Background: an optimization exercise with open tools, aiming at small area, a short achievable clock period and few clock cycles. Do not read the settings as production practice. Where RTL was checked, it was by simulation tests only, not by an equivalence proof against the original. Power and IR drop assume default switching activity.

## JAM
module JAM (
    input CLK,
    input RST,
    output [3:0] MatchCount,
    output [9:0] MinCost,
    output       Valid,
    output [2:0] W,
    output [2:0] J,
    input  [6:0] Cost
);
localparam ST_SCAN = 2'd0;
localparam ST_Z    = 2'd1;
localparam ST_FIN  = 2'd2;
localparam ST_DONE = 2'd3;
integer k;
reg [1:0] st;
reg [6:0] cnt;
reg [2:0] rc;           
reg [2:0] jr;           
reg [2:0] wr;           
reg [2:0] r;            
reg       first;        
reg       pend;         
reg       pe;           
reg [6:0] dsum;         
reg [6:0] delta;        
reg [8:0] kofs;         
reg [9:0] xh;           
reg [6:0] cost_r;
reg [7:0] dmin;
reg [2:0] j1p, j0p, p1;    
reg [2:0] wp;           
reg [2:0] wro, wpo;     
reg       m1;
reg       aact;
reg [2:0] ar;            
reg [2:0] ac;
reg [9:0] mincost;
reg       valid;
reg [6:0] xz;           
reg [2:0] lp;           
reg [6:0] dmore;        
reg [7:0] zr;
reg [2:0] tpos;         
reg       dst;          
reg       pendc;        
reg       ph1;          
reg [2:0] lvl;
reg [3:0] ds;
reg [7:0] dused;
reg [20:0] dch;
reg [3:0] dcnt;
reg [55:0] cNV;    
reg [63:0] cM;     
reg [23:0] cW;     
reg [7:0]  cU;     
reg [23:0] cP;     
reg [7:0]  cMt;    
reg [55:0] rU;     
reg [7:0]  rV;     
reg [3:0]  win;    
assign MatchCount = dcnt;
assign MinCost    = mincost;
assign Valid      = valid;
assign W          = wr;
assign J          = jr;
wire scan = (st == ST_SCAN);
wire zp   = (st == ST_Z);
  ...
Size: about 2,300 cells after synthesis, roughly 30 I/O pins.
export LEC_CHECK = 0
export CAP_MARGIN = 20
export CORE_MARGIN = 2
export CORE_UTILIZATION = 40
export CTS_CLUSTER_DIAMETER = 80
export CTS_CLUSTER_SIZE = 20
export SETUP_SLACK_MARGIN = 3.9
export SLEW_MARGIN = 20
create_clock -name core_clock -period 7.0 [get_ports {CLK}]
run.sh (not shown) runs the stock make flow with config.mk's settings and CLKGATE_MAP_FILE= SYNTH_SCRIPT=/design/flow/synth_recipe.tcl, a recipe that flattens the netlist after the stock synthesis.
Testbench counts at the start, summed over its fixed seeds: cycles 4,191.
Edit:
--- a/flow/design.v
+++ b/flow/design.v
@@ -82,35 +82,33 @@
 wire [9:0] cand = {3'b000, cost_r} + xh;
 wire usedh = cU[0];
 wire isj0  = !first && (j0p == 3'd0);
 wire elig  = !usedh && !isj0;
 wire [7:0] mold = cM[7:0];
 wire [7:0] din  = dmin;
 function sgn3;
     input [6:0] a;
     input [9:0] b;
     input [7:0] x;
-    input       ci;
     reg [10:0] p, q, y, sm, cy;
     begin
         p = {4'b0000, a};
         q = {b[9], b};
         y = ~{3'b000, x};
         sm = p ^ q ^ y;
-        cy = {((p[9:0] & q[9:0]) | (p[9:0] & y[9:0]) | (q[9:0] & y[9:0])), ci};
+        cy = {((p[9:0] & q[9:0]) | (p[9:0] & y[9:0]) | (q[9:0] & y[9:0])), 1'b1};
         sgn3 = (sm + cy) >> 10;
     end
 endfunction
-wire c1 = sgn3(cost_r, xh, mold, 1'b1);
-wire tie = !cMt[0] && m1;
-wire c2 = sgn3(cost_r, xh, din, !tie);
-wire c3 = tie ? (mold <= din) : (mold < din);
+wire c1 = sgn3(cost_r, xh, mold);
+wire c2 = sgn3(cost_r, xh, din);
+wire c3 = (mold < din);
 wire better = elig && c1;
 wire [7:0] mnew = better ? cand[7:0] : mold;
 wire take = elig && (c2 || c3);
 wire [7:0] dmin_n = take ? mnew : din;
 wire [2:0] p1_n = take ? cP[2:0] : p1;
 wire       m1_n = take ? cMt[0] : m1;
 wire [2:0] r1 = r + 3'd1;
 wire pcommit = !(s_proc && (cnt == 7'd9) && take);
 wire [2:0] rn = (r == 3'd7) ? (rc + 3'd3) : r1;
 wire [2:0] wnx_t = cMt[0] ? cP[2:0] : rn;
Effect: Via count is lower by 3.1%. Clock-buffer cell count does not change. Clock skew is higher by 11 ps. First-iteration DRC count is higher by 4.4%. Cell area is lower by 1.3%.
Testbench counts after the change, summed over its fixed seeds: cycles 4,380.

* * *

## the baseline
Another version of the RTL of JAM (not shown whole).
Size: roughly 2400 cells after synthesis, roughly 440 flip-flops, about 30 I/O pins.
Design JAM, start of the top module:
module JAM (
    input CLK,
    input RST,
    output [3:0] MatchCount,
    output [9:0] MinCost,
    output       Valid,
    output [2:0] W,
    output [2:0] J,
    input  [6:0] Cost
);
localparam ST_SCAN = 2'd0;
localparam ST_Z    = 2'd1;
localparam ST_FIN  = 2'd2;
localparam ST_DONE = 2'd3;
integer k;
reg [1:0] st;
reg [6:0] cnt;
reg [2:0] rc;           
reg [2:0] jr;           
reg [2:0] wr;           
reg [2:0] r;            
reg       first;        
reg       pend;         
reg       pe;           
reg [6:0] dsum;         
reg [6:0] delta;        
reg [8:0] kofs;         
reg [9:0] xh;           
reg [6:0] cost_r;
reg [7:0] dmin;
reg [2:0] j1p, j0p, p1;    
reg [2:0] wp;           
reg [2:0] wro, wpo;     
reg       m1;
reg       aact;
reg [2:0] ar;            
reg [2:0] ac;
reg [9:0] mincost;
reg       valid;
reg [6:0] xz;           
reg [2:0] lp;           
reg [6:0] dmore;        
reg [7:0] zr;
reg [2:0] tpos;         
  ...
export LEC_CHECK = 0
export CAP_MARGIN = 20
export CORE_MARGIN = 2
export CORE_UTILIZATION = 40
export SETUP_SLACK_MARGIN = 4.0
export SLEW_MARGIN = 20
create_clock -name core_clock -period 7.0 [get_ports {CLK}]
### the baseline -> the candidate
--- a/flow/design.v
+++ b/flow/design.v
@@ -285,13 +285,13 @@
         j0p <= j0p - 3'd1;
     if (pend)
         delta <= dmin[6:0] - dsum;
     if (aact) begin
         ac <= aenc - 3'd1;
     end else begin
-        ac <= (s_proc && take) ? 3'd7 : (j1p - 3'd1);
+        ac <= j1p - 3'd1;    
         ar <= r;
     end
     xz <= (zn[5:3] == 3'd0) ? nv_e : nv_z;
     wro <= wr;
     wpo <= wp - 3'd1;
     if (dgo) begin
--- outcome ---
Relative to the baseline, area after synthesis decreased by about 0.7% in the candidate. [the candidate] total iterations of the first detailed-routing run fell 2 relative to the baseline. Compared with the baseline, in the candidate layout overhead on the synthesized area shows a reduction of 1.3 points, pre-CTS setup slack shows a reduction of 0.12 ns. Critical path depth: the candidate < the baseline. Between the candidate and the baseline, switching part of the total is lower for the candidate, the baseline comes in above that. Clock group share of total power in the candidate is 1.0 points lower than in the baseline.
Testbench counts of the candidate, summed over its fixed seeds: cycles 4,380.
Only the layout flow was run in the baseline; the RTL was not checked for function there.

* * *

## the reference run
Another version of the RTL of JAM (not shown whole).
Size: roughly 2300 cells after synthesis, roughly 30 I/O pins, about 0.022 mm2 of cells after synthesis.
Design JAM, start of the top module:
module JAM (
    input CLK,
    input RST,
    output [3:0] MatchCount,
    output [9:0] MinCost,
    output       Valid,
    output [2:0] W,
    output [2:0] J,
    input  [6:0] Cost
);
clock: 7.0 ns
lec_check: 0
cap_margin: 20
core_margin: 2
core_utilization: 40
cts_cluster_diameter: 80
cts_cluster_size: 20
setup_slack_margin: 4.0
slew_margin: 20
Testbench counts of the reference run, summed over its fixed seeds: cycles 4,191.
Edits applied to the flow inputs when going from the reference run to the trial run:
--- a/flow/design.v
+++ b/flow/design.v
@@ -90,46 +90,30 @@
     input [9:0] b;
     input [7:0] x;
     reg [10:0] p, q, y, sm, cy;
     begin
         p = {4'b0000, a};
         q = {b[9], b};
         y = ~{3'b000, x};
         sm = p ^ q ^ y;
         cy = {((p[9:0] & q[9:0]) | (p[9:0] & y[9:0]) | (q[9:0] & y[9:0])), 1'b1};
         sgn3 = (sm + cy) >> 10;
     end
 endfunction
-function le3;
-    input [6:0] a;
-    input [9:0] b;
-    input [7:0] x;
-    reg [10:0] p, q, y, sm, cy;
-    begin
-        p = {4'b0000, a};
-        q = {b[9], b};
-        y = ~{3'b000, x};
-        sm = p ^ q ^ y;
-        cy = {((p[9:0] & q[9:0]) | (p[9:0] & y[9:0]) | (q[9:0] & y[9:0])), 1'b0};
-        le3 = (sm + cy) >> 10;
-    end
-endfunction
 wire c1 = sgn3(cost_r, xh, mold);
 wire c2 = sgn3(cost_r, xh, din);
 wire c3 = (mold < din);
 wire better = elig && c1;
 wire [7:0] mnew = better ? cand[7:0] : mold;
-wire e2 = le3(cost_r, xh, din);
-wire e3 = (mold <= din);
-wire take = elig && (c2 || c3 || ((e2 || e3) && !cMt[0] && m1));
+wire take = elig && (c2 || c3);
 wire [7:0] dmin_n = take ? mnew : din;
 wire [2:0] p1_n = take ? cP[2:0] : p1;
 wire       m1_n = take ? cMt[0] : m1;
 wire [2:0] r1 = r + 3'd1;
 wire pcommit = !(s_proc && (cnt == 7'd9) && take);
 wire [2:0] rn = (r == 3'd7) ? (rc + 3'd3) : r1;
 wire [2:0] wnx_t = cMt[0] ? cP[2:0] : rn;
 wire [2:0] wnx_f = m1 ? p1 : rn;
 wire [2:0] wnx = take ? wnx_t : wnx_f;
 wire [2:0] wpx_t = wnx_t - rc - 3'd1;
 wire [2:0] wpx_f = wnx_f - rc - 3'd1;
 wire [2:0] wpx = take ? wpx_t : wpx_f;
Notes after the runs:
- Worst setup slack before clock tree synthesis, the reference run and the trial run, higher one = the reference run.
- Core utilization: the trial run lower than the reference run
- From the reference run to the trial run the numbers moved as follows: sequential share of layout area climbed 1.1 points, area fraction in and, or, nand and nor cells after synthesis dropped 2.0 points, power dissipated by switching net loads dropped 150 uW, worst hold slack dropped 0.035 ns, setup slack climbed 0.058 ns.
- NOTE: sequential power in the trial run falls short of that of the reference run
- Total internal power: the trial run vs the reference run down 3.1%
Testbench counts of the trial run, summed over its fixed seeds: cycles 4,380.

* * *

## run D
RTL: one of the versions met above, not the one the previous note started from.
Size in the first run: roughly 0.022 mm² of cells after synthesis.
export LEC_CHECK = 0
export CAP_MARGIN = 20
export CORE_MARGIN = 2
export CORE_UTILIZATION = 40
export CTS_CLUSTER_DIAMETER = 80
export CTS_CLUSTER_SIZE = 20
export SETUP_SLACK_MARGIN = 3.95
export SLEW_MARGIN = 20
create_clock -name core_clock -period 7.0 [get_ports {CLK}]
Testbench counts of run D, summed over its fixed seeds: cycles 4,191.
Input-level comparison between run E and run D:
diff --git a/flow/design.v b/flow/design.v
--- a/flow/design.v
+++ b/flow/design.v
@@ -84,34 +84,48 @@
 wire isj0  = !first && (j0p == 3'd0);
 wire elig  = !usedh && !isj0;
 wire [7:0] mold = cM[7:0];
 wire [7:0] din  = dmin;
 function sgn3;
     input [6:0] a;
     input [9:0] b;
     input [7:0] x;
-    input       ci;
     reg [10:0] p, q, y, sm, cy;
     begin
         p = {4'b0000, a};
         q = {b[9], b};
         y = ~{3'b000, x};
         sm = p ^ q ^ y;
-        cy = {((p[9:0] & q[9:0]) | (p[9:0] & y[9:0]) | (q[9:0] & y[9:0])), ci};
+        cy = {((p[9:0] & q[9:0]) | (p[9:0] & y[9:0]) | (q[9:0] & y[9:0])), 1'b1};
         sgn3 = (sm + cy) >> 10;
     end
 endfunction
-wire c1 = sgn3(cost_r, xh, mold, 1'b1);
-wire tie = !cMt[0] && m1;
-wire c2 = sgn3(cost_r, xh, din, !tie);
-wire c3 = tie ? (mold <= din) : (mold < din);
+function le3;
+    input [6:0] a;
+    input [9:0] b;
+    input [7:0] x;
+    reg [10:0] p, q, y, sm, cy;
+    begin
+        p = {4'b0000, a};
+        q = {b[9], b};
+        y = ~{3'b000, x};
+        sm = p ^ q ^ y;
+        cy = {((p[9:0] & q[9:0]) | (p[9:0] & y[9:0]) | (q[9:0] & y[9:0])), 1'b0};
+        le3 = (sm + cy) >> 10;
+    end
+endfunction
+wire c1 = sgn3(cost_r, xh, mold);
+wire c2 = sgn3(cost_r, xh, din);
+wire c3 = (mold < din);
 wire better = elig && c1;
 wire [7:0] mnew = better ? cand[7:0] : mold;
-wire take = elig && (c2 || c3);
+wire e2 = le3(cost_r, xh, din);
+wire e3 = (mold <= din);
+wire take = elig && (c2 || c3 || ((e2 || e3) && !cMt[0] && m1));
 wire [7:0] dmin_n = take ? mnew : din;
 wire [2:0] p1_n = take ? cP[2:0] : p1;
 wire       m1_n = take ? cMt[0] : m1;
 wire [2:0] r1 = r + 3'd1;
 wire pcommit = !(s_proc && (cnt == 7'd9) && take);
 wire [2:0] rn = (r == 3'd7) ? (rc + 3'd3) : r1;
 wire [2:0] wnx_t = cMt[0] ? cP[2:0] : rn;
 wire [2:0] wnx_f = m1 ? p1 : rn;
Run E ended up with a lower largest vdd supply drop than run D did. Side by side, proportion of cell area occupied by registers turned out lower in run E than in run D. Run E vs. run D: met2 wirelength from detailed routing increased by 1.2% relative to the old numbers, transition time at the pin with the least slew margin increased by 0.077 ns relative to the old numbers. Going from run D to run E, the combinational share of power was found to have gone up by 0.4 points.
Testbench counts of run E, summed over its fixed seeds: cycles 4,191.

[what the ideal ports hide]
The results above use ideal ports. As a check the final layouts listed here were re-extracted and re-timed, cells and wires unchanged. Step 1 (the two cells are an assumption about what drives the block):
set clk [get_ports {CLK}]
set_driving_cell -lib_cell sky130_fd_sc_hd__clkbuf_16 $clk
set_driving_cell -lib_cell sky130_fd_sc_hd__buf_2 [delete_from_list [all_inputs] $clk]
Step 2 times the ports against the registers' clock, not the clock port: input delays grow and output delays shrink by t, the midpoint of the rising clock arrivals with the driver on. Three values: ideal ports, drivers, drivers and shift; two values: the first two.
run	t, ns	slack for setup (ns)	worst slew at a driven data input, ns
the first run of note 1	0.655	3.906 / 3.906 / 3.899	0.03
the second run of note 1	0.661	3.922 / 3.922 / 3.656	0.03
the baseline	0.655	3.986 / 3.986 / 3.986	0.04
the candidate	0.651	3.954 / 3.954 / 3.877	0.04
the reference run	0.654	3.852 / 3.852 / 3.772	0.04
the trial run	0.668	3.909 / 3.909 / 3.708	0.03
run D	0.662	3.845 / 3.845 / 3.726	0.03
run E	0.671	3.837 / 3.837 / 3.708	0.04
After both steps every run listed still meets setup and hold. For the second run of note 1, which loses most, drivers alone change the setup slack by 0.000 ns; drivers and shift together by -0.266 ns. The worst setup slack also covers recovery checks on asynchronous resets.
